This is an optimization exercise on Yosys and OpenROAD, whose aim is small area and a short achievable clock period, not a production implementation.
RTL that was checked went through simulation tests only; none was proved equivalent to the original.
Function not checked in runs 1 to 4: the RTL went through the layout flow alone.

==> flow/design.v (outline; a module is shown in full before it is edited, if it fits) <==
// module mu_square: 220 lines
// module add_sk: 41 lines
// module interp_core: 399 lines
// module interp_btree: 273 lines
// module interp_chan: 54 lines
// module QPSK_Symbol_Timing_Sync_Top: 138 lines
module QPSK_Symbol_Timing_Sync_Top #(
    parameter DATA_WIDTH   = 16,
    parameter MU_WIDTH     = 10,
    parameter MU_FRAC      = 9,
    parameter COEFF_WIDTH  = 16,
    parameter ACC_WIDTH    = 32
)(
    input  wire                         clk,
    input  wire                         rst,
    input  wire signed [DATA_WIDTH-1:0] I_in,
    input  wire signed [DATA_WIDTH-1:0] Q_in,
    output wire signed [DATA_WIDTH-1:0] I_out,
    output wire signed [DATA_WIDTH-1:0] Q_out,
    output reg                          valid_out
);
  // ...
==> flow/run.sh <==
#!/bin/bash
# synth_recipe.tcl (not shown) runs the flow's synth.tcl, then flattens the netlist and writes it again
# the make line also repeats each setting of config.mk as NAME=value (left out here)
make -C /OpenROAD-flow-scripts/flow DESIGN_CONFIG=/design/flow/config.mk WORK_HOME=/design/flow/orfs CLKGATE_MAP_FILE= SYNTH_SCRIPT=/design/flow/synth_recipe.tcl finish
==> flow/config.mk <==
export PLATFORM = sky130hd
export DESIGN_NAME = QPSK_Symbol_Timing_Sync_Top
export DESIGN_NICKNAME = QPSK_Symbol_Timing_Sync_Top
export VERILOG_FILES = /design/flow/design.v
export SDC_FILE = /design/flow/constraint.sdc
export NUM_CORES = 4
export LEC_CHECK = 0
export ABC_AREA = 1
export CAP_MARGIN = 60
export CORE_MARGIN = 2
export CORE_UTILIZATION = 55
export SLEW_MARGIN = 60
==> flow/constraint.sdc <==
create_clock -name core_clock -period 14.0 [get_ports {clk}]
set_input_delay 2.8000 -clock core_clock [delete_from_list [all_inputs] [get_ports {clk}]]
set_output_delay 2.8000 -clock core_clock [all_outputs]
set_load 0.01 [all_outputs]
==> flow_metrics.tcl, run 1 <==
set metrics [dict create \
    wl_per_cell_um 17.9 \
    cpMostUsedCell "fa_1" \
    grt_pass1_wl_um 138000 \
    wl_met2_um 37700 \
    synth_area_um2 33900 \
    crit_end "u_chq.h[8]$_DFF_P_" \
    core_um2 61400 \
    path_cells "clkdlybuf4s50_1 -> nor2_1 -> fa_1 -> fa_1 -> nor2_1 -> a211oi_2 -> o21ai_0 -> a21oi_1 -> o21bai_1 -> inv_1 -> fa_1 -> inv_1" \
    top_register "integ" \
    nMultiInputCombCells 2559 \
    seq_share_pct 24.5 \
    cts_tree "yes" \
    wl_met1_um 39700 \
    synth_edf_count 0 \
    layout-drive-gt1-share_pct 4.29 \
    rr_worst_depth 20 \
    cp-start-kind "input port" \
    status "finished clean" \
    multi_input_area_share_pct 58.1 \
    cts_max_level 2 \
    final_util_pct 60.4 \
    maxCapViolCount 0 \
    cts_resized 0 \
    startpoint "Q_in[0]" \
    drv_slew 0 \
    detail_route.vias_per_cell 5.44 \
    multi_input_area_um2 21500 \
    synth_nets 4525 \
    yosys.area_share.simple_pct 10.3 \
    setup_ws_ns 8.35 \
    timing.rr.end "u_chi.c[2]$_DFF_P_" \
    yosysUniqueCellTypes 57 \
    cts_hold_buf 0 \
    synth-compound-area-share_pct 11.0 \
    hold_viol 0 \
    synth-seq-cells 429 \
    synth_mux_area_share_pct 0.162 \
    nonClkBufAreaFrac_pct 2.59 \
    regArea_um2 9090 \
]
==> inputs of run 2 (changes only) <==
--- a/flow/config.mk
+++ b/flow/config.mk
@@ -6,7 +6,7 @@
 export NUM_CORES = 4
 export LEC_CHECK = 0
 export ABC_AREA = 1
-export CAP_MARGIN = 60
+export CAP_MARGIN = 20
 export CORE_MARGIN = 2
-export CORE_UTILIZATION = 55
-export SLEW_MARGIN = 60
+export CORE_UTILIZATION = 40
+export SLEW_MARGIN = 20
==> run 2 against run 1 <==
Still clean. Maximum frequency decreased by 2.4%. Cell count up 7.1%. Die area increased by 37%. Critical path depth stayed put. Hold slack got worse by 0.0035 ns. Core utilization down 16 points. Global-route usage shrank 8.2 points. Critical path type unchanged.
==> flow_metrics.tcl, run 2 <==
set metrics [dict create \
    status "finished clean" \
    cts_max_level 2 \
    synth_area_leader_cell "dfxtp_1" \
    final_nets 4552 \
    grt-ovfl-total 0 \
    cpMostUsedCell "fa_1" \
    diodes 0 \
    chipWidth_um 295 \
    cp-end-kind "flop" \
    yosysMostFrequentCell "inv_1" \
    worst_path_max_delay_cell "clkdlybuf4s50_1" \
    path_cells "clkdlybuf4s50_1 -> nor2_1 -> fa_1 -> fa_1 -> nor2_1 -> a211oi_1 -> o21ai_0 -> a21oi_1 -> o21bai_1 -> inv_1 -> fa_1 -> xnor2_1" \
    synth_edf_count 0 \
    cts_resized 0 \
    grt_pass1_vias 25017 \
    wl_per_cell_um 16.0 \
    synth-seq-cells 429 \
    cts_buffers 48 \
    hold_viol 0 \
    slowest_delay_ns 0.51 \
    crit_arrival_ns 6.23 \
    clockBufferDepth 3 \
    synthArstFlopShare_pct 22.8 \
    dr.pass1.iters 5 \
    core_um2 83800 \
    synth_area_per_cell_um2 8.77 \
    instances_no_fill 5066 \
    place.gp.congestion 0.866 \
    layout-drive-gt1-share_pct 3.94 \
    top_register "integ" \
    worst_slew_pin_slew_ns 1.09 \
    synthToLayoutAreaGrowth_pct 10.3 \
    drv_slew 0 \
    clk_pin_slew_worst_paths_ns 0.06 \
    hp-class "flop to flop" \
    period_minus_slack_ns 5.79 \
    final_antenna_net_count 0 \
    layout_commonest_cell "inv_1" \
    cts_hold_buf 0 \
    synthFlopType "dfxtp_1" \
    design_area_um2 37400 \
    grt_max_degree 71 \
    clk_latency_ns 0.61 \
    required_ns 14.44 \
    drc 0 \
    dp_hpwl_um 61300 \
    initial_core_util_pct 40.4 \
    pin_count 67 \
    syn_inst 3866 \
    synthTopCellsByArea "dfxtp_1, fa_1, ha_1" \
    finalSetupViolCount 0 \
    final_util_pct 44.6 \
    slew_headroom_pct 27.5 \
    dieArea_um2 87100 \
    cts_tree "yes" \
    clockRootBuffer "clkbuf_16" \
    period_share_pct 41.3 \
    fin_tns_setup_ns 0 \
    row_count 106 \
    holdWs_ns 0.349 \
    yosysUniqueCellTypes 57 \
    place.detailed.instances 4977 \
    largest_reg_flops 29 \
    maxCapViolCount 0 \
    die_y_um 295 \
    clock.fmax_ghz 0.173 \
    synth_nets 4525 \
    detail_route.vias_per_cell 4.97 \
    worst-path-max-fanout 4 \
    synth_area_um2 33900 \
    placed_area_um2 35700 \
    synth_top_area_share_pct 19.5 \
    cp-start-kind "input port" \
    grt_pass1_wl_um 134000 \
    skew_ns 0.0553 \
    preCtsSetupSlack_ns 7.64 \
    rsz0062_at_grt "false" \
    num_vias 25193 \
    clock_sinks 429 \
    drt_iter0_drc 1691 \
    routed_wl_um 81200 \
    setup_ws_ns 8.21 \
    layout_common_cells "inv_1, nand2_1, xor2_1" \
    io_buffers 66 \
    postCtsSetupRepairBufs 0 \
    grt_use_total_pct 19.1 \
    seq_area_frac_synth_pct 26.8 \
    yosys_warnings 2 \
    r2r_slack_ns 9.04 \
    synth_common_cells "inv_1, nand2_1, xor2_1, dfxtp_1, o22ai_1" \
    antenna_found_initial 0 \
    critical_path_class "input port to flop" \
]
## run 2: layer usage
layer,global-route usage (%),vias up,routed length [um]
met5,0,-,0
met4,5.61,0,2050
met3,2.34,122,4360
met2,29.9,648,35800
met1,27.5,11996,39000
li1,-,12427,-
## run 2: logic make-up (layout without fill, tap and decap cells)
family	after synthesis	after routing	synth area share, %
muxes	5	5	0.162
and+or+nand+nor	848	848	10.3
xor gates and xnor gates	457	457	11.8
adders and majority gates	625	625	30.0
DFF	429	429	26.8
AOI/OAI and AO/OA	624	624	11.0
buffers and inverters	878	944	9.80
## run 2: layout make-up
type                            instances  area, um^2
Timing Repair Buffer                   95         878
Fill cell                            8268       46400
Clock buffer                           58        1300
Multi-Input combinational cell       2559       21500
Inverter                              760        2860
Clock inverter                         31         355
Tap cell                             1134        1420
Sequential cell                       429        9090
## run 2: critical path: cells and delay by family
kind,cells,cell delay (ns)
XOR/XNOR,1,0.14
AO/OA/AOI/OAI,4,1.00
AND/OR/NAND/NOR,2,0.24
adder cells (fa/ha/maj),3,1.41
buffers and inverters,2,0.63
## run 2: path summary, 6_finish.rpt
| check | cells past startpoint | end | from |
|---|---|---|---|
| worst max-delay path | 12 | u_chq.h[9]$_DFF_P_ | Q_in[0] |
| worst min-delay path | 0 | u_chi.x1[6]$_DFF_P_ | u_chi.x2[6]$_DFF_P_ |
| worst max register to register | 18 | atwo[4]$_DFF_P_ | mu_sum[9]$_DFF_PP0_ |
| worst min register to register | 0 | u_chi.x1[6]$_DFF_P_ | u_chi.x2[6]$_DFF_P_ |
| max in group asynchronous | 3 | integ[24]$_DFFE_PP0P_ | rst |
| min in group asynchronous | 2 | u_chi.x3[5]$_DFF_PP0_ | rst |
==> module add_sk, before the edit <==
module add_sk #(
    parameter N = 16
)(
    input  wire [N-1:0] a,
    input  wire [N-1:0] b,
    input  wire         ci,
    output wire [N-1:0] s,
    output wire         co
);
    localparam L = (N > 1) ? $clog2(N) : 1;
    wire [N-1:0] p  = a ^ b;
    wire [N-1:0] g  = a & b;
    wire [N-1:0] g0 = {g[N-1:1], g[0] | (p[0] & ci)};
    wire [N-1:0] p0 = {p[N-1:1], 1'b0};
    genvar l, i;
    generate
        for (l = 0; l < L; l = l + 1) begin : lv
            wire [N-1:0] gi, pi, go, po;
            if (l == 0) begin : first
                assign gi = g0;
                assign pi = p0;
            end else begin : next
                assign gi = lv[l-1].go;
                assign pi = lv[l-1].po;
            end
            for (i = 0; i < N; i = i + 1) begin : bt
                if ((i >> l) & 1) begin : cmb
                    assign go[i] = gi[i] | (pi[i] & gi[((i >> l) << l) - 1]);
                    assign po[i] = pi[i] & pi[((i >> l) << l) - 1];
                end else begin : pas
                    assign go[i] = gi[i];
                    assign po[i] = pi[i];
                end
            end
        end
    endgenerate
    wire [N-1:0] gl = lv[L-1].go;
    wire [N-1:0] c  = {gl[N-2:0], ci};
    assign s  = p ^ c;
    assign co = gl[N-1];
endmodule
==> module interp_chan, before the edit <==
module interp_chan (
    input  wire               clk,
    input  wire               rst,
    input  wire signed [15:0] x_in,
    input  wire [4:0]         aone, atwo, aneg,    
    input  wire [4:0]         bone, btwo, bneg,    
    output wire signed [15:0] x_interp,
    output wire signed [15:0] x1_o,
    output wire        [2:0]  c_o
);
    reg signed [15:0] x3, x2, x1;    
    reg signed [15:0] h;             
    reg signed [16:0] S;             
    reg signed [16:0] Dn;            
    reg        [17:0] hb0, hb1;      
    reg               cb;            
    reg        [2:0]  c;
    always @(posedge clk or posedge rst) begin
        if (rst)
            x3 <= 16'sd0;
        else
            x3 <= x_in;
    end
    wire [15:0] inh = {x_in[15], x_in[15:1]};
    wire [15:0] x2h = {x2[15], x2[15:1]};
    wire        hci = x_in[0] | ~x2[0];
    wire [15:0] h_n;
    wire [16:0] zm, s_n, d_n;
    wire [2:0]  c_n;
    add_sk #(16) u_h (.a(inh), .b(~x2h), .ci(hci), .s(h_n), .co());
    add_sk #(17) u_z (.a({h[15], h}), .b(~{x2h[15], x2h}), .ci(1'b0), .s(zm), .co());
    add_sk #(17) u_s (.a(zm), .b({inh[15], inh}), .ci(hci), .s(s_n), .co());
    add_sk #(17) u_d (.a({x_in[15], x_in}), .b(~{x3[15], x3}), .ci(1'b1), .s(d_n), .co());
    wire [17:0] hb0_n, hb1_n;
    wire        cb_n;
    interp_btree u_bt (.bone(bone), .btwo(btwo), .bneg(bneg), .D(Dn),
                       .hb0(hb0_n), .hb1(hb1_n), .cb(cb_n));
    interp_core u_core (.aone(aone), .atwo(atwo), .aneg(aneg), .S(S),
                        .hb0(hb0), .hb1(hb1), .cb(cb), .c(c_n));
    always @(posedge clk) begin
        x2 <= x3;
        x1 <= x2;
        h  <= h_n;
        S  <= s_n;
        Dn  <= d_n;
        hb0 <= hb0_n;
        hb1 <= hb1_n;
        cb  <= cb_n;
        c  <= c_n;
    end
    add_sk #(16) u_i (.a(x1), .b({{13{c[2]}}, c}), .ci(1'b0), .s(x_interp), .co());
    assign x1_o = x1;
    assign c_o  = c;
endmodule
==> module QPSK_Symbol_Timing_Sync_Top, before the edit <==
module QPSK_Symbol_Timing_Sync_Top #(
    parameter DATA_WIDTH   = 16,
    parameter MU_WIDTH     = 10,
    parameter MU_FRAC      = 9,
    parameter COEFF_WIDTH  = 16,
    parameter ACC_WIDTH    = 32
)(
    input  wire                         clk,
    input  wire                         rst,
    input  wire signed [DATA_WIDTH-1:0] I_in,
    input  wire signed [DATA_WIDTH-1:0] Q_in,
    output wire signed [DATA_WIDTH-1:0] I_out,
    output wire signed [DATA_WIDTH-1:0] Q_out,
    output reg                          valid_out
);
    reg        [9:0]  mu;
    reg signed [10:0] mu_sum;
    reg               uf;
    reg signed [9:0]  vk;        
    wire [9:0]  mu_next = {mu_sum[10] & ~mu_sum[9], mu_sum[8:0]};
    integer j;
    wire [10:0] mu_half = {1'b0, mu} + 11'd256;
    wire [10:0] ms_n;
    add_sk #(11) u_ms (.a(mu_half), .b({vk[9], vk}), .ci(1'b0), .s(ms_n), .co());
    always @(posedge clk or posedge rst) begin
        if (rst) begin
            mu     <= 10'd154;
            mu_sum <= 11'sd0;
            uf     <= 1'b0;
        end else begin
            mu_sum <= ms_n;
            uf     <= mu_sum[10] | mu_sum[9];
            mu     <= mu_next;
        end
    end
    wire [10:0] mx = {ms_n[10] & ~ms_n[9], ms_n[8:0], 1'b0};
    reg  [4:0]  bone, btwo, bneg;
    always @(posedge clk) begin
        for (j = 0; j < 5; j = j + 1) begin
            bneg[j] <= mx[2*j+2];
            bone[j] <= mx[2*j+1] ^ mx[2*j];
            btwo[j] <= (mx[2*j+2] & ~mx[2*j+1] & ~mx[2*j]) | (~mx[2*j+2] & mx[2*j+1] & mx[2*j]);
        end
    end
    wire        [9:0]  q;                            
    mu_square u_sq (.m(mu_next), .q(q));
    wire        [10:0] qx   = {q, 1'b0};
    reg  [4:0] aone, atwo, aneg;
    always @(posedge clk) begin
        for (j = 0; j < 4; j = j + 1) begin
            aneg[j] <= qx[2*j+2];
            aone[j] <= qx[2*j+1] ^ qx[2*j];
            atwo[j] <= (qx[2*j+2] & ~qx[2*j+1] & ~qx[2*j]) | (~qx[2*j+2] & qx[2*j+1] & qx[2*j]);
        end
        aneg[4] <= 1'b0;
        aone[4] <= q[8] ^ q[7];
        atwo[4] <= q[9] | (q[8] & q[7]);
    end
    wire signed [15:0] I_interp, Q_interp, xi1;
    wire        [2:0]  ci;
    interp_chan u_chi (.clk(clk), .rst(rst), .x_in(I_in),
                       .aone(aone), .atwo(atwo), .aneg(aneg),
                       .bone(bone), .btwo(btwo), .bneg(bneg), .x_interp(I_interp),
                       .x1_o(xi1), .c_o(ci));
    interp_chan u_chq (.clk(clk), .rst(rst), .x_in(Q_in),
                       .aone(aone), .atwo(atwo), .aneg(aneg),
                       .bone(bone), .btwo(btwo), .bneg(bneg), .x_interp(Q_interp),
                       .x1_o(), .c_o());
    reg signed [15:0] i_d1;      
    reg               s2p, s2n;  
    reg        [15:0] e_k;       
    reg               e_kn;
    reg signed [15:0] q_o;
    reg        [2:0]  cnt;       
    wire       x1_small = (xi1[15:3] == 13'd0) | (xi1[15:3] == 13'h1fff);
    wire [3:0] y4    = xi1[3:0] + {ci[2], ci};
    wire       now_z = x1_small & (y4 == 4'd0);
    wire [2:0] lo2   = {1'b0, xi1[1:0]} + {1'b0, ci[1:0]};
    wire       c15   = ci[2] ? ~((xi1[14:2] == 13'd0) & ~lo2[2]) : (lo2[2] & (&xi1[14:2]));
    wire       now_n = xi1[15] ^ ci[2] ^ c15;
    wire       now_p = ~now_n & ~now_z;
    wire d_two  = (now_p & s2n) | (now_n & s2p);
    wire d_one  = ((now_p | now_n) & ~s2p & ~s2n) | (~now_p & ~now_n & (s2p | s2n));
    wire d_neg  = (now_n & ~s2n) | (~now_p & ~now_n & s2p);
    wire [15:0] e_mag = d_two ? {i_d1[14:0], 1'b0} : (d_one ? i_d1 : 16'd0);
    wire e_min = d_two ? (i_d1[14:0] == 15'h4000) : (i_d1 == 16'h8000);
    wire e_neg = d_neg & ~e_min;
    always @(posedge clk) begin
        i_d1 <= I_interp;
        q_o  <= Q_interp;
        s2p  <= ~i_d1[15] & (|i_d1);
        s2n  <= i_d1[15];
        e_k  <= e_mag ^ {16{e_neg}};
        e_kn <= e_neg;
    end
    always @(posedge clk or posedge rst) begin
        if (rst)
            cnt <= 3'd0;
        else if (cnt != 3'd7)
            cnt <= cnt + 3'd1;
    end
    wire zcted_valid = (cnt == 3'd7);
    reg        [15:0] e_k_zs;    
    reg               zneg;
    reg               zs_valid;
    always @(posedge clk) begin
        e_k_zs <= (uf & zcted_valid) ? e_k : 16'd0;
        zneg   <= uf & zcted_valid & e_kn;
    end
    always @(posedge clk or posedge rst) begin
        if (rst)
            zs_valid <= 1'b0;
        else
            zs_valid <= uf | (e_k_zs[0] ^ zneg);
    end
    reg  [28:0] integ;           
    wire [28:0] integ_n;
    wire [25:0] vsum;
    add_sk #(29) u_int (.a(integ), .b({{13{e_k_zs[15]}}, e_k_zs}), .ci(zneg), .s(integ_n), .co());
    add_sk #(26) u_v   (.a(integ[28:3]), .b({{10{e_k_zs[15]}}, e_k_zs}), .ci(zneg), .s(vsum), .co());
    always @(posedge clk or posedge rst) begin
        if (rst) begin
            integ <= 29'd0;
            vk    <= 10'sd0;
        end else if (zs_valid) begin
            integ <= integ_n;
            vk    <= vsum[25:16];
        end
    end
    always @(posedge clk or posedge rst) begin
        if (rst)
            valid_out <= 1'b0;
        else
            valid_out <= uf;
    end
    assign I_out = i_d1;
    assign Q_out = q_o;
endmodule
==> inputs of run 3 (changes only) <==
--- a/flow/design.v
+++ b/flow/design.v
@@ -228,24 +228,29 @@
     output wire [N-1:0] s,
     output wire         co
 );
-    localparam L = (N > 1) ? $clog2(N) : 1;
+    localparam L = (N > 16) ? 5 : (N > 8) ? 4 : (N > 4) ? 3 : (N > 2) ? 2 : 1;
     wire [N-1:0] p  = a ^ b;
     wire [N-1:0] g  = a & b;
     wire [N-1:0] g0 = {g[N-1:1], g[0] | (p[0] & ci)};
-    wire [N-1:0] p0 = {p[N-1:1], 1'b0};
     genvar l, i;
     generate
         for (l = 0; l < L; l = l + 1) begin : lv
             wire [N-1:0] gi, pi, go, po;
             if (l == 0) begin : first
                 assign gi = g0;
-                assign pi = p0;
+                assign pi = p;
             end else begin : next
                 assign gi = lv[l-1].go;
                 assign pi = lv[l-1].po;
             end
             for (i = 0; i < N; i = i + 1) begin : bt
-                if ((i >> l) & 1) begin : cmb
+                if (i == 1 && l == 0) begin : one
+                    assign go[i] = g[1] | (p[1] & g[0]) | (p[1] & p[0] & ci);
+                    assign po[i] = 1'b0;
+                end else if (i == (1 << l) && l > 0) begin : pow
+                    assign go[i] = g[i] | (p[i] & g[i-1]) | (p[i] & p[i-1] & gi[i-2]);
+                    assign po[i] = 1'b0;
+                end else if ((i >> l) & 1) begin : cmb
                     assign go[i] = gi[i] | (pi[i] & gi[((i >> l) << l) - 1]);
                     assign po[i] = pi[i] & pi[((i >> l) << l) - 1];
                 end else begin : pas
@@ -260,6 +265,24 @@
     assign s  = p ^ c;
     assign co = gl[N-1];
 endmodule
+module add_c3 (
+    input  wire [15:0] x,
+    input  wire [2:0]  c,
+    output wire [15:0] s
+);
+    wire [2:0] lo  = {1'b0, x[1:0]} + {1'b0, c[1:0]};
+    wire       inc = lo[2] & ~c[2];
+    wire       dec = ~lo[2] & c[2];
+    assign s[1:0] = lo[1:0];
+    genvar i;
+    generate for (i = 2; i < 16; i = i + 1) begin : up
+        if (i == 2) begin : b0
+            assign s[i] = x[i] ^ (inc | dec);
+        end else begin : bn
+            assign s[i] = x[i] ^ ((inc & (&x[i-1:2])) | (dec & ~(|x[i-1:2])));
+        end
+    end endgenerate
+endmodule
 module interp_core (
     input  wire [4:0]  aone, atwo, aneg,
     input  wire [16:0] S,
@@ -937,8 +960,8 @@
     input  wire               clk,
     input  wire               rst,
     input  wire signed [15:0] x_in,
-    input  wire [4:0]         aone, atwo, aneg,    
-    input  wire [4:0]         bone, btwo, bneg,    
+    input  wire [4:0]         aone_n, atwo_n, aneg_n,  
+    input  wire [4:0]         bone_n, btwo_n, bneg_n,  
     output wire signed [15:0] x_interp,
     output wire signed [15:0] x1_o,
     output wire        [2:0]  c_o
@@ -950,6 +973,8 @@
     reg        [17:0] hb0, hb1;      
     reg               cb;            
     reg        [2:0]  c;
+    reg        [4:0]  aone, atwo, aneg;    
+    reg        [4:0]  bone, btwo, bneg;
     always @(posedge clk or posedge rst) begin
         if (rst)
             x3 <= 16'sd0;
@@ -973,6 +998,8 @@
     interp_core u_core (.aone(aone), .atwo(atwo), .aneg(aneg), .S(S),
                         .hb0(hb0), .hb1(hb1), .cb(cb), .c(c_n));
     always @(posedge clk) begin
+        aone <= aone_n;  atwo <= atwo_n;  aneg <= aneg_n;
+        bone <= bone_n;  btwo <= btwo_n;  bneg <= bneg_n;
         x2 <= x3;
         x1 <= x2;
         h  <= h_n;
@@ -983,7 +1010,7 @@
         cb  <= cb_n;
         c  <= c_n;
     end
-    add_sk #(16) u_i (.a(x1), .b({{13{c[2]}}, c}), .ci(1'b0), .s(x_interp), .co());
+    add_c3 u_i (.x(x1), .c(c), .s(x_interp));
     assign x1_o = x1;
     assign c_o  = c;
 endmodule
@@ -1008,7 +1035,6 @@
     reg               uf;
     reg signed [9:0]  vk;        
     wire [9:0]  mu_next = {mu_sum[10] & ~mu_sum[9], mu_sum[8:0]};
-    integer j;
     wire [10:0] mu_half = {1'b0, mu} + 11'd256;
     wire [10:0] ms_n;
     add_sk #(11) u_ms (.a(mu_half), .b({vk[9], vk}), .ci(1'b0), .s(ms_n), .co());
@@ -1024,37 +1050,35 @@
         end
     end
     wire [10:0] mx = {ms_n[10] & ~ms_n[9], ms_n[8:0], 1'b0};
-    reg  [4:0]  bone, btwo, bneg;
-    always @(posedge clk) begin
-        for (j = 0; j < 5; j = j + 1) begin
-            bneg[j] <= mx[2*j+2];
-            bone[j] <= mx[2*j+1] ^ mx[2*j];
-            btwo[j] <= (mx[2*j+2] & ~mx[2*j+1] & ~mx[2*j]) | (~mx[2*j+2] & mx[2*j+1] & mx[2*j]);
-        end
-    end
-    wire        [9:0]  q;                            
+    wire [4:0]  bone_n, btwo_n, bneg_n;
+    wire [9:0]  q;                                   
     mu_square u_sq (.m(mu_next), .q(q));
-    wire        [10:0] qx   = {q, 1'b0};
-    reg  [4:0] aone, atwo, aneg;
-    always @(posedge clk) begin
-        for (j = 0; j < 4; j = j + 1) begin
-            aneg[j] <= qx[2*j+2];
-            aone[j] <= qx[2*j+1] ^ qx[2*j];
-            atwo[j] <= (qx[2*j+2] & ~qx[2*j+1] & ~qx[2*j]) | (~qx[2*j+2] & qx[2*j+1] & qx[2*j]);
+    wire [10:0] qx = {q, 1'b0};
+    wire [4:0]  aone_n, atwo_n, aneg_n;
+    genvar k;
+    generate for (k = 0; k < 5; k = k + 1) begin : enc
+        assign bneg_n[k] = mx[2*k+2];
+        assign bone_n[k] = mx[2*k+1] ^ mx[2*k];
+        assign btwo_n[k] = (mx[2*k+2] & ~mx[2*k+1] & ~mx[2*k]) | (~mx[2*k+2] & mx[2*k+1] & mx[2*k]);
+        if (k < 4) begin : lo
+            assign aneg_n[k] = qx[2*k+2];
+            assign aone_n[k] = qx[2*k+1] ^ qx[2*k];
+            assign atwo_n[k] = (qx[2*k+2] & ~qx[2*k+1] & ~qx[2*k]) | (~qx[2*k+2] & qx[2*k+1] & qx[2*k]);
+        end else begin : hi
+            assign aneg_n[k] = 1'b0;
+            assign aone_n[k] = q[8] ^ q[7];
+            assign atwo_n[k] = q[9] | (q[8] & q[7]);
         end
-        aneg[4] <= 1'b0;
-        aone[4] <= q[8] ^ q[7];
-        atwo[4] <= q[9] | (q[8] & q[7]);
-    end
+    end endgenerate
     wire signed [15:0] I_interp, Q_interp, xi1;
     wire        [2:0]  ci;
     interp_chan u_chi (.clk(clk), .rst(rst), .x_in(I_in),
-                       .aone(aone), .atwo(atwo), .aneg(aneg),
-                       .bone(bone), .btwo(btwo), .bneg(bneg), .x_interp(I_interp),
+                       .aone_n(aone_n), .atwo_n(atwo_n), .aneg_n(aneg_n),
+                       .bone_n(bone_n), .btwo_n(btwo_n), .bneg_n(bneg_n), .x_interp(I_interp),
                        .x1_o(xi1), .c_o(ci));
     interp_chan u_chq (.clk(clk), .rst(rst), .x_in(Q_in),
-                       .aone(aone), .atwo(atwo), .aneg(aneg),
-                       .bone(bone), .btwo(btwo), .bneg(bneg), .x_interp(Q_interp),
+                       .aone_n(aone_n), .atwo_n(atwo_n), .aneg_n(aneg_n),
+                       .bone_n(bone_n), .btwo_n(btwo_n), .bneg_n(bneg_n), .x_interp(Q_interp),
                        .x1_o(), .c_o());
     reg signed [15:0] i_d1;      
     reg               s2p, s2n;  
==> flow/flow/run.sh (new file) <==
#!/bin/bash
# Standard synthesis and layout, with timing repair aimed at a shorter
# period than the clock (the constraints themselves are unchanged).
set -euo pipefail
bash standard.sh synth > synth.log 2>&1
bash standard.sh SETUP_SLACK_MARGIN=9.5 finish > layout.log 2>&1
==> flow/standard.sh (new file) <==
#!/bin/bash
# synth_recipe.tcl (not shown) runs the flow's synth.tcl, then flattens the netlist and writes it again
# the make line also repeats each setting of config.mk as NAME=value (left out here)
make -C /OpenROAD-flow-scripts/flow DESIGN_CONFIG=/design/flow/config.mk WORK_HOME=/design/flow/orfs CLKGATE_MAP_FILE= SYNTH_SCRIPT=/design/flow/synth_recipe.tcl "${@:-finish}"
removed: flow/run.sh
==> run 3 against run 2 <==
Sequential share of layout area is 0.55 points lower. Critical path type is now flop to output pin. First-iteration DRC count is 11% higher. Setup slack better by 1.3 ns. Critical path depth is 11 lower. Critical endpoint is now I_out[14]. Sequential cell count stayed put. Die area is 0.14% higher.
==> flow_metrics.tcl, run 3 <==
set metrics [dict create \
    num_vias 26225 \
    synth_area_um2 34000 \
    fin_tns_setup_ns 0 \
    dp_hpwl_um 62200 \
    chipWidth_um 295 \
    wl_met2_um 38200 \
    layout_common_cells "inv_1, nand2_1, xor2_1" \
    r2r_slack_ns 9.68 \
    worst-path-max-fanout 5 \
    synthToLayoutAreaGrowth_pct 13.0 \
    clockRootBuffer "clkbuf_16" \
    yosysMostFrequentCell "inv_1" \
    status "finished clean" \
    layout_commonest_cell "inv_1" \
    period_share_pct 31.8 \
    core_um2 83800 \
    required_ns 11.20 \
    clock_sinks 429 \
    path_cells "clkdlybuf4s50_1" \
    antenna_found_initial 1 \
    cp-start-kind "flop" \
    syn_inst 3974 \
    drt_iter0_drc 1876 \
    crit_arrival_ns 1.66 \
    placed_area_um2 35800 \
    final_util_pct 45.8 \
    yosys_warnings 2 \
    maxCapViolCount 0 \
    synth_area_leader_cell "dfxtp_1" \
    cts_hold_buf 0 \
    final_antenna_net_count 0 \
    synthFlopType "dfxtp_1" \
    dr_wl_met3_um 5290 \
    top_register "integ" \
    cp_top_family "buffers and inverters" \
    slowest_delay_ns 0.63 \
    dieArea_um2 87200 \
    design_area_um2 38400 \
    skew_ns 0.0394 \
    wl_per_cell_um 16.1 \
    synth_top_area_share_pct 19.5 \
    drv_slew 0 \
    wl_met1_um 39300 \
    synth_common_cells "inv_1, nand2_1, xor2_1, dfxtp_1, o22ai_1" \
    detail_route.vias_per_cell 5.02 \
    slew_headroom_pct 34.1 \
    cp-end-kind "output pin" \
    synthTopCellsByArea "dfxtp_1, fa_1, ha_1" \
    seq_area_frac_synth_pct 26.8 \
    synth_area_per_cell_um2 8.54 \
    cts_max_level 2 \
    crit_buf_inv 1 \
    cts_buffers 50 \
    cts_tree "yes" \
    place.detailed.instances 5084 \
    finalSetupViolCount 0 \
    synth_nets 4584 \
    clock.fmax_ghz 0.224 \
    io_buffers 66 \
    drc 0 \
    hold_viol 0 \
    row_count 106 \
    dr.pass1.iters 5 \
    clk_pin_slew_worst_paths_ns 0.06 \
    instances_no_fill 5226 \
    diodes 0 \
    holdPathStages 0 \
    grt_use_total_pct 19.5 \
    yosysUniqueCellTypes 59 \
    die_y_um 295 \
    top_layer "met4" \
    grt_pass1_vias 25895 \
    worst_path_max_delay_cell "clkdlybuf4s50_1" \
    pin_count 67 \
    synth_edf_count 0 \
    place.gp.congestion 0.858 \
    routed_wl_um 84300 \
    clk_latency_ns 0.61 \
    largest_reg_flops 29 \
    grt-ovfl-total 0 \
    period_minus_slack_ns 4.46 \
    clockBufferDepth 3 \
    synthArstFlopShare_pct 22.8 \
    worst_slew_pin_slew_ns 0.988 \
    initial_core_util_pct 40.5 \
    hp-class "flop to flop" \
    layout-drive-gt1-share_pct 7.16 \
    final_nets 4660 \
    critical_path_class "flop to output pin" \
    rr_worst_depth 18 \
    synth-seq-cells 429 \
    grt_max_degree 67 \
    rsz0062_at_grt "false" \
    path_depth 1 \
    grt_pass1_wl_um 137000 \
]
==> run 3: cell count changes after synthesis, sizes merged, moves of 12 or more <==
cell	change
fa	-45
nand3	+55
inv	-18
a211oi	-13
nand2	+12
a21oi	+30
nor2	+17
xor2	+39
==> run 3: layout make-up <==
| class | instances | area (um^2) |
|---|---|---|
| fill | 8192 | 45500 |
| multi-input combinational | 2684 | 21800 |
| sequential | 429 | 9110 |
| inverter | 741 | 2840 |
| clock buffer | 67 | 1480 |
| tap | 1134 | 1420 |
| timing repair buffer | 141 | 1300 |
| clock inverter | 27 | 377 |
| timing repair inverter | 3 | 20.0 |
==> run 3: logic make-up after synthesis <==
| group | Yosys count | share of synthesized area, % |
|---|---|---|
| AOI/OAI and AO/OA | 656 | 11.5 |
| muxes | 4 | 0.129 |
| and+or+nand+nor | 944 | 11.7 |
| DFF | 429 | 26.8 |
| buffers and inverters | 861 | 9.67 |
| xor gates and xnor gates | 504 | 13.1 |
| adders and majority gates | 576 | 27.2 |
==> run 3: worst paths after layout <==
kind | start | to
max in group asynchronous | rst | mu_sum[2]$_DFF_PP0_
worst min-delay path | u_chq.x2[5]$_DFF_P_ | u_chq.x1[5]$_DFF_P_
worst max register to register | u_chq.atwo[2]$_DFF_P_ | u_chq.c[1]$_DFF_P_
worst min register to register | u_chq.x2[5]$_DFF_P_ | u_chq.x1[5]$_DFF_P_
worst max-delay path | i_d1[14]$_DFF_P_ | I_out[14]
min in group asynchronous | rst | u_chi.x3[3]$_DFF_PP0_
==> run 3: what timing repair did <==
action	CTS	global route
pin swaps	1	14
setup endpoints to repair	43	48
gates resized for setup	34	62
buffers inserted	13	31
cloned	2	1
==> run 3: worst register-to-register path, stage by stage (launching register included) <==
cell,delay [ns]
dfxtp_1,0.41
clkinvlp_4,0.19
buf_4,0.22
o22ai_1,0.17
xor2_1,0.21
fa_1,0.49
fa_1,0.40
fa_1,0.51
fa_1,0.47
nor2_2,0.15
a21oi_1,0.05
inv_1,0.05
nor2_1,0.04
a221oi_1,0.24
nand2_1,0.14
nand2_1,0.14
nand2_1,0.11
nand2_1,0.07
nand2_1,0.13
==> run 3: through the flow <==
stage	worst slack, ns	hold slack [ns]
finish	9.54	0.347
CTS	9.50	0.350
global route	9.48	0.362
floorplan	9.52	0.331
global placement	8.68	0.336
detailed placement	8.65	0.337
==> run 3: per-layer routing <==
metal / vias to the layer above / GRT usage, %
met5: - / 0
met4: 0 / 4.89
met3: 104 / 3.57
met2: 655 / 31.0
met1: 12516 / 27.3
li1: 12950 / -
==> inputs of run 4 (changes only) <==
==> flow/flow/run.sh (replaced) <==
#!/bin/bash
# Standard synthesis and layout, with timing repair aimed at a shorter
# period than the clock (the constraints themselves are unchanged).
set -euo pipefail
bash standard.sh synth > synth.log 2>&1
bash standard.sh SETUP_SLACK_MARGIN=10.5 finish > layout.log 2>&1
==> run 4 against run 3 <==
Setup slack gained 0.28 ns. Sequential cell count did not move. Non-clock buffer count is 114 higher. Critical path type is now flop to flop. Critical endpoint is now u_chq.atwo[4]$_DFF_P_. Largest cell class unchanged.
==> flow_metrics.tcl, run 4 <==
set metrics [dict create \
    worst-path-max-fanout 4 \
    pin_count 67 \
    hp-class "flop to flop" \
    num_vias 27127 \
    syn_inst 3974 \
    synth-seq-cells 429 \
    dp_hpwl_um 62500 \
    layout_common_cells "inv_1, nand2_1, xor2_1" \
    initial_core_util_pct 40.5 \
    yosys_warnings 2 \
    crit_buf_inv 5 \
    dr.pass1.iters 6 \
    place.detailed.instances 5082 \
    worst_path_max_delay_cell "fa_2" \
    period_minus_slack_ns 4.18 \
    synth_area_um2 34000 \
    io_buffers 66 \
    slew_headroom_pct 42.4 \
    layout-drive-gt1-share_pct 19.1 \
    top_register "integ" \
    cts_hold_buf 0 \
    wl_per_cell_um 16.9 \
    clk_pin_slew_worst_paths_ns 0.06 \
    period_share_pct 29.8 \
    cp-end-kind "flop" \
    cts_buffers 49 \
    synth_area_per_cell_um2 8.54 \
    grt_pass1_vias 26939 \
    finalSetupViolCount 0 \
    detail_route.vias_per_cell 5.08 \
    synth_area_leader_cell "dfxtp_1" \
    placed_area_um2 36600 \
    cp-start-kind "flop" \
    skew_ns 0.0407 \
    instances_no_fill 5337 \
    grt_use_total_pct 20.7 \
    drc 0 \
    crit_arrival_ns 4.68 \
    synth_edf_count 0 \
    synthToLayoutAreaGrowth_pct 21.9 \
    clk_latency_ns 0.61 \
    status "finished clean" \
    dieArea_um2 87200 \
    design_area_um2 41400 \
    cts_max_level 2 \
    clockBufferDepth 3 \
    row_count 106 \
    diodes 0 \
    clock_sinks 429 \
    synthFlopType "dfxtp_1" \
    chipWidth_um 295 \
    final_nets 4774 \
    die_y_um 295 \
    yosysUniqueCellTypes 59 \
    routed_wl_um 90100 \
    drt_iter0_drc 1661 \
    clock.fmax_ghz 0.239 \
    grt-ovfl-total 0 \
    cp_top_family "adder cells" \
    clockRootBuffer "clkbuf_16" \
    cts_tree "yes" \
    path_cells "buf_6 -> nand2_1 -> inv_1 -> fa_1 -> inv_2 -> fa_2 -> inv_2 -> fa_2 -> ha_4 -> nand2_2 -> o21ai_2 -> nand3_1 -> nand2_2 -> a21o_1 -> a21oi_2 -> fa_1 -> inv_2 -> ha_4 -> or2_4" \
    synthTopCellsByArea "dfxtp_1, fa_1, ha_1" \
    synth_common_cells "inv_1, nand2_1, xor2_1, dfxtp_1, o22ai_1" \
    final_antenna_net_count 0 \
    fin_tns_setup_ns 0 \
    cpMostUsedCell "inv_2" \
    critical_path_class "flop to flop" \
    antenna_found_initial 1 \
    largest_reg_flops 29 \
    layout_commonest_cell "inv_1" \
    grt_pass1_wl_um 145000 \
    core_um2 83800 \
    seq_area_frac_synth_pct 26.8 \
    required_ns 14.50 \
    synth_top_area_share_pct 19.5 \
    drv_slew 0 \
    yosysMostFrequentCell "inv_1" \
    hold_viol 0 \
    grt_max_degree 64 \
    place.gp.congestion 0.874 \
    worst_slew_pin_slew_ns 0.861 \
    rsz0062_at_grt "true" \
    maxCapViolCount 0 \
    slowest_delay_ns 0.54 \
    synthArstFlopShare_pct 22.8 \
    synth_nets 4584 \
]
[run 4: changes by cell type in the layout (fill, tap and decap cells not counted), moves of 33 or more]
cell             previous run  this run
buf_6                       5        76
clkdlybuf4s50_1            56         1
ha_1                      296       241
a21oi_1                   150       100
buf_4                      66       114
ha_4                        9        56
nand2_1                   536       490
a21oi_2                     2        45
nand2_2                     7        41
dfxtp_1                   320       287
[run 4: kinds of logic after synthesis]
family	count (synthesis)	synth area share, %
xor gates and xnor gates	504	13.1
DFF	429	26.8
and+or+nand+nor	944	11.7
muxes	4	0.129
AOI/OAI and AO/OA	656	11.5
adders and majority gates	576	27.2
buffers and inverters	861	9.67
[run 4: final timing paths]
path / from / to / slack (ns) / cells past startpoint
min: u_chq.x2[7]$_DFF_P_ / u_chq.x1[7]$_DFF_P_ / 0.35 / 0
min in group asynchronous: rst / u_chi.x3[1]$_DFF_PP0_ / 2.68 / 3
max: mu_sum[2]$_DFF_PP0_ / u_chq.atwo[4]$_DFF_P_ / 9.82 / 19
max reg2reg: mu_sum[2]$_DFF_PP0_ / u_chq.atwo[4]$_DFF_P_ / 9.82 / 19
min reg2reg: u_chq.x2[7]$_DFF_P_ / u_chq.x1[7]$_DFF_P_ / 0.35 / 0
max in group asynchronous: rst / mu[1]$_DFF_PP1_ / 10.62 / 4
[run 4: area by class of cell]
class / instances / area [um^2]
multi-input combinational: 2684 / 23500
sequential: 429 / 9210
tap: 1134 / 1420
inverter: 741 / 2980
fill: 7821 / 42400
clock inverter: 28 / 290
clock buffer: 62 / 1360
timing repair inverter: 4 / 32.5
timing repair buffer: 255 / 2580
[run 4: through the flow]
| step | setup slack (ns) | utilization, % | hold WS [ns] |
|---|---|---|---|
| after floorplan | 9.74 | - | 0.331 |
| after global placement | 8.82 | 43.6 | 0.337 |
| after detailed placement | 8.77 | 43.6 | 0.340 |
| after CTS | 9.82 | 48.3 | 0.353 |
| after global routing | 9.69 | 49.4 | 0.355 |
| final | 9.82 | 49.4 | 0.350 |
[run 4: repair_timing]
| action | 4_1_cts | 5_1_grt |
|---|---|---|
| resized for setup | 612 | 139 |
| setup buffers | 110 | 46 |
| pin swaps | 117 | 105 |
| endpoints found under the setup margin | 211 | 151 |
| endpoints found under the hold margin | 0 | 0 |
| gates cloned | 9 | 0 |
[run 4: worst register-to-register path, cell delays in order, from the launching register on]
cell and delay [ns]:
dfrtp_2 0.44, buf_6 0.14, nand2_1 0.05, inv_1 0.05, fa_1 0.51, inv_2 0.04, fa_2 0.54, inv_2 0.04
fa_2 0.45, ha_4 0.29, nand2_2 0.04, o21ai_2 0.15, nand3_1 0.10, nand2_2 0.08, a21o_1 0.16, a21oi_2 0.07
fa_1 0.50, inv_2 0.05, ha_4 0.14, or2_4 0.23
[run 4: layer usage]
metal	share of wire [%]	vias to the layer above	wire length [um]	GRT usage [%]
met2	46	690	41300	33.1
met1	46	13089	41100	28.8
met3	5.9	155	5330	3.44
li1	-	13193	-	-
met4	2.6	0	2350	5.74
met5	0	-	0	0
==> inputs of run 5 (changes only) <==
--- a/flow/design.v
+++ b/flow/design.v
@@ -967,7 +967,6 @@
     output wire        [2:0]  c_o
 );
     reg signed [15:0] x3, x2, x1;    
-    reg signed [15:0] h;             
     reg signed [16:0] S;             
     reg signed [16:0] Dn;            
     reg        [17:0] hb0, hb1;      
@@ -982,13 +981,15 @@
             x3 <= x_in;
     end
     wire [15:0] inh = {x_in[15], x_in[15:1]};
-    wire [15:0] x2h = {x2[15], x2[15:1]};
+    wire [16:0] x1h = {x1[15], x1[15], x1[15:1]};
+    wire [16:0] x2h = {x2[15], x2[15], x2[15:1]};
+    wire [16:0] x3h = {x3[15], x3[15], x3[15:1]};
+    wire [16:0] za  = x3h ^ ~x1h ^ ~x2h;
+    wire [16:0] zb  = (x3h & ~x1h) | (~x2h & (x3h ^ ~x1h));
     wire        hci = x_in[0] | ~x2[0];
-    wire [15:0] h_n;
     wire [16:0] zm, s_n, d_n;
     wire [2:0]  c_n;
-    add_sk #(16) u_h (.a(inh), .b(~x2h), .ci(hci), .s(h_n), .co());
-    add_sk #(17) u_z (.a({h[15], h}), .b(~{x2h[15], x2h}), .ci(1'b0), .s(zm), .co());
+    add_sk #(17) u_z (.a(za), .b({zb[15:0], 1'b0}), .ci(x3[0] | ~x1[0]), .s(zm), .co());
     add_sk #(17) u_s (.a(zm), .b({inh[15], inh}), .ci(hci), .s(s_n), .co());
     add_sk #(17) u_d (.a({x_in[15], x_in}), .b(~{x3[15], x3}), .ci(1'b1), .s(d_n), .co());
     wire [17:0] hb0_n, hb1_n;
@@ -1002,7 +1003,6 @@
         bone <= bone_n;  btwo <= btwo_n;  bneg <= bneg_n;
         x2 <= x3;
         x1 <= x2;
-        h  <= h_n;
         S  <= s_n;
         Dn  <= d_n;
         hb0 <= hb0_n;
==> flow/flow/run.sh (replaced) <==
#!/bin/bash
# Standard synthesis, then the standard layout with plain buffers on the
# ports and timing repair aimed at a shorter period than the clock (the
# constraints themselves are unchanged).
set -euo pipefail
bash standard.sh synth > synth.log 2>&1
export BUFFER_PORTS_ARGS="-buffer_cell sky130_fd_sc_hd__buf_2"
bash standard.sh SETUP_SLACK_MARGIN=9.8 finish > layout.log 2>&1
==> run 5 against run 4 <==
Critical endpoint is now u_chi.c[2]$_DFF_P_. Sequential share of layout area rose by 0.21 points. Still clean. Via count fell by 4.7%. Non-clock buffer count is 79 lower. Maximum frequency is 0.54% lower. Largest cell class unchanged. Core utilization down 3.3 points. Count of clock-buffer cells in the layout unchanged.
==> flow_metrics.tcl, run 5 <==
set metrics [dict create \
    diodes 0 \
    required_ns 14.49 \
    grt-ovfl-total 0 \
    synth_area_per_cell_um2 8.50 \
    cts_max_level 2 \
    wl_per_cell_um 16.5 \
    clock.fmax_ghz 0.238 \
    chipWidth_um 292 \
    detail_route.vias_per_cell 5.04 \
    synth_nets 4505 \
    cp-start-kind "flop" \
    largest_reg_flops 29 \
    core_um2 82100 \
    place.gp.congestion 0.860 \
    synth_common_cells "inv_1, nand2_1, xor2_1, o22ai_1, dfxtp_1" \
    skew_ns 0.0387 \
    grt_pass1_vias 25505 \
    layout_commonest_cell "inv_1" \
    status "finished clean" \
    multi_input_area_um2 21700 \
    grt_pass1_wl_um 136000 \
    rsz0062_at_grt "true" \
    cp-end-kind "flop" \
    synth_area_leader_cell "dfxtp_1" \
    hp-class "flop to flop" \
    dr.pass1.iters 5 \
    cp_top_family "adder cells" \
    r2r_start "u_chq.aone[3]$_DFF_P_" \
    critical_path_class "flop to flop" \
    slew_headroom_pct 24.8 \
    nFillCells 7894 \
    synthTopCellsByArea "dfxtp_1, fa_1, xor2_1" \
    worst_path_max_delay_cell "fa_1" \
    synth_edf_count 0 \
    fin_tns_setup_ns 0 \
    row_count 105 \
    clockRootBuffer "clkbuf_16" \
    cts_hold_buf 0 \
    finalSetupViolCount 0 \
    synth_area_um2 33200 \
    initial_core_util_pct 40.4 \
    io_buffers 66 \
    grt_use_total_pct 19.8 \
    synth-seq-cells 397 \
    synthArstFlopShare_pct 24.7 \
    clk_latency_ns 0.60 \
    clock_sinks 397 \
    top_register "integ" \
    crit_arrival_ns 4.69 \
    seq_area_frac_synth_pct 25.5 \
    path_cells "clkinvlp_4 -> buf_12 -> buf_4 -> o22ai_1 -> xor2_1 -> ha_1 -> inv_1 -> fa_1 -> inv_1 -> fa_1 -> fa_1 -> nor2_2 -> a21oi_1 -> inv_1 -> nor2_2 -> a221oi_2 -> nand2_1 -> nand2_1 -> nand2_1 -> nand2_1 -> nand2_1" \
    yosys_warnings 2 \
    clk_pin_slew_worst_paths_ns 0.06 \
    cpMostUsedCell "nand2_1" \
    pin_count 67 \
    dp_hpwl_um 61000 \
    hold_viol 0 \
    dieArea_um2 85200 \
    drv_slew 0 \
    worst-path-max-fanout 9 \
    hp-start "u_chi.x2[0]$_DFF_P_" \
    maxCapViolCount 0 \
    period_share_pct 30.0 \
    synth_top_area_share_pct 18.1 \
    layout_common_cells "inv_1, nand2_1, xor2_1" \
    cts_tree "yes" \
    final_antenna_net_count 0 \
    drt_iter0_drc 1931 \
    grt_max_degree 68 \
    period_minus_slack_ns 4.20 \
    yosysMostFrequentCell "inv_1" \
    yosysUniqueCellTypes 60 \
    clockBufferDepth 3 \
    worst_slew_pin_slew_ns 1.13 \
    num_vias 25850 \
    startpoint "u_chq.aone[3]$_DFF_P_" \
    regArea_um2 8490 \
    layout-drive-gt1-share_pct 12.3 \
    drc 0 \
    synthToLayoutAreaGrowth_pct 14.0 \
    synthFlopType "dfxtp_1" \
    die_y_um 292 \
    slowest_delay_ns 0.54 \
    routed_wl_um 84400 \
    cts_buffers 50 \
    syn_inst 3899 \
    crit_buf_inv 6 \
    antenna_found_initial 0 \
    final_nets 4620 \
]
-- run 5: cell count changes after synthesis, moves of 22 or more --
| cell | delta |
|---|---|
| dfxtp_1 | -32 |
| nand2_1 | -22 |
| fa_1 | +26 |
| inv_1 | +52 |
| ha_1 | -30 |
| nor2_1 | -22 |
-- run 5: repair_timing --
action                                  in CTS  in global routing
endpoints found under the setup margin       8                 21
cloned                                       5                  3
pin swaps                                   13                 30
setup buffers                               37                 44
resized for setup                           52                 98
-- run 5: path summary, 6_finish.rpt --
| kind | to | cells after the start | slack (ns) |
|---|---|---|---|
| max | u_chi.c[2]$_DFF_P_ | 21 | 9.80 |
| min | u_chi.x1[0]$_DFF_P_ | 0 | 0.35 |
| max in group asynchronous | mu_sum[5]$_DFF_PP0_ | 4 | 10.32 |
| max reg2reg | u_chi.c[2]$_DFF_P_ | 21 | 9.80 |
| min reg2reg | u_chi.x1[0]$_DFF_P_ | 0 | 0.35 |
| min in group asynchronous | u_chi.x3[15]$_DFF_PP0_ | 3 | 2.33 |
-- run 5: final cells by class --
cell class / instances / area share [%]
Multi-Input combinational cell: 2586 / 57.3
Sequential cell: 397 / 22.5
Inverter: 797 / 8.26
Clock buffer: 62 / 3.79
Tap cell: 1070 / 3.54
Timing Repair Buffer: 176 / 3.52
Clock inverter: 31 / 0.966
Timing Repair inverter: 6 / 0.113
-- run 5: cells by family after synthesis --
logic type / share of synthesized area (%)
flops: 25.5
buf+inv: 10.5
compound gates: 11.7
mux: 0.230
fa+ha+maj: 28.3
xor+xnor: 12.2
simple gates: 11.5
-- run 5: metrics by stage --
step / util [%] / setup slack [ns] / cell area, um^2 / hold WS, ns / instances
finish: 46.0 / 9.80 / 37800 / 0.355 / 5125
global route: 46.0 / 9.68 / 37800 / 0.371 / 5125
CTS: 45.1 / 9.78 / 37000 / 0.358 / 5078
detailed placement: 42.4 / 9.08 / 34800 / 0.348 / 4943
global placement: 42.3 / 9.18 / 34800 / 0.341 / 4942
floorplan: - / 9.73 / 33400 / 0.331 / 3899
-- run 5: per-layer routing --
metal,track usage [%],vias to the layer above,wire [um]
met1,28.0,12338,39100
li1,-,12692,-
met2,31.1,691,37700
met4,5.07,0,1830
met3,3.59,129,5780
met5,0,-,0

==> what the ideal ports hide <==
How much do the figures lean on ideal ports? The routed layouts below were timed once more, with nothing changed but the port constraints.
Step 1 assumes that a clkbuf_16 drives the clock port and a buf_2 every other input.
Step 2, shift: input delay + t, output delay - t, t = (earliest + latest rising clock arrival at the registers) / 2. This alone moves slack from input paths to output paths.
Slacks: ideal / step 1 / step 2; pairs: ideal / step 1.
run	t (ns)	slack for setup (ns)	clock arrival spread, ns	cell pins on the clock port's net
run 1	0.654	8.354 / 8.392 / 7.738	0.032 / 0.032	1
run 2	0.639	8.215 / 8.237 / 7.598	0.059 / 0.059	1
run 3	0.649	9.544 / 9.482 / 9.053	0.041 / 0.041	1
run 4	0.653	9.824 / 9.824 / 9.363	0.041 / 0.041	1
run 5	0.645	9.802 / 9.802 / 9.356	0.044 / 0.044	1
After both steps setup and hold are still met in every run listed. The setup slack of run 2, which loses most, moves by +0.022 ns with the drivers and by -0.617 ns with both steps.
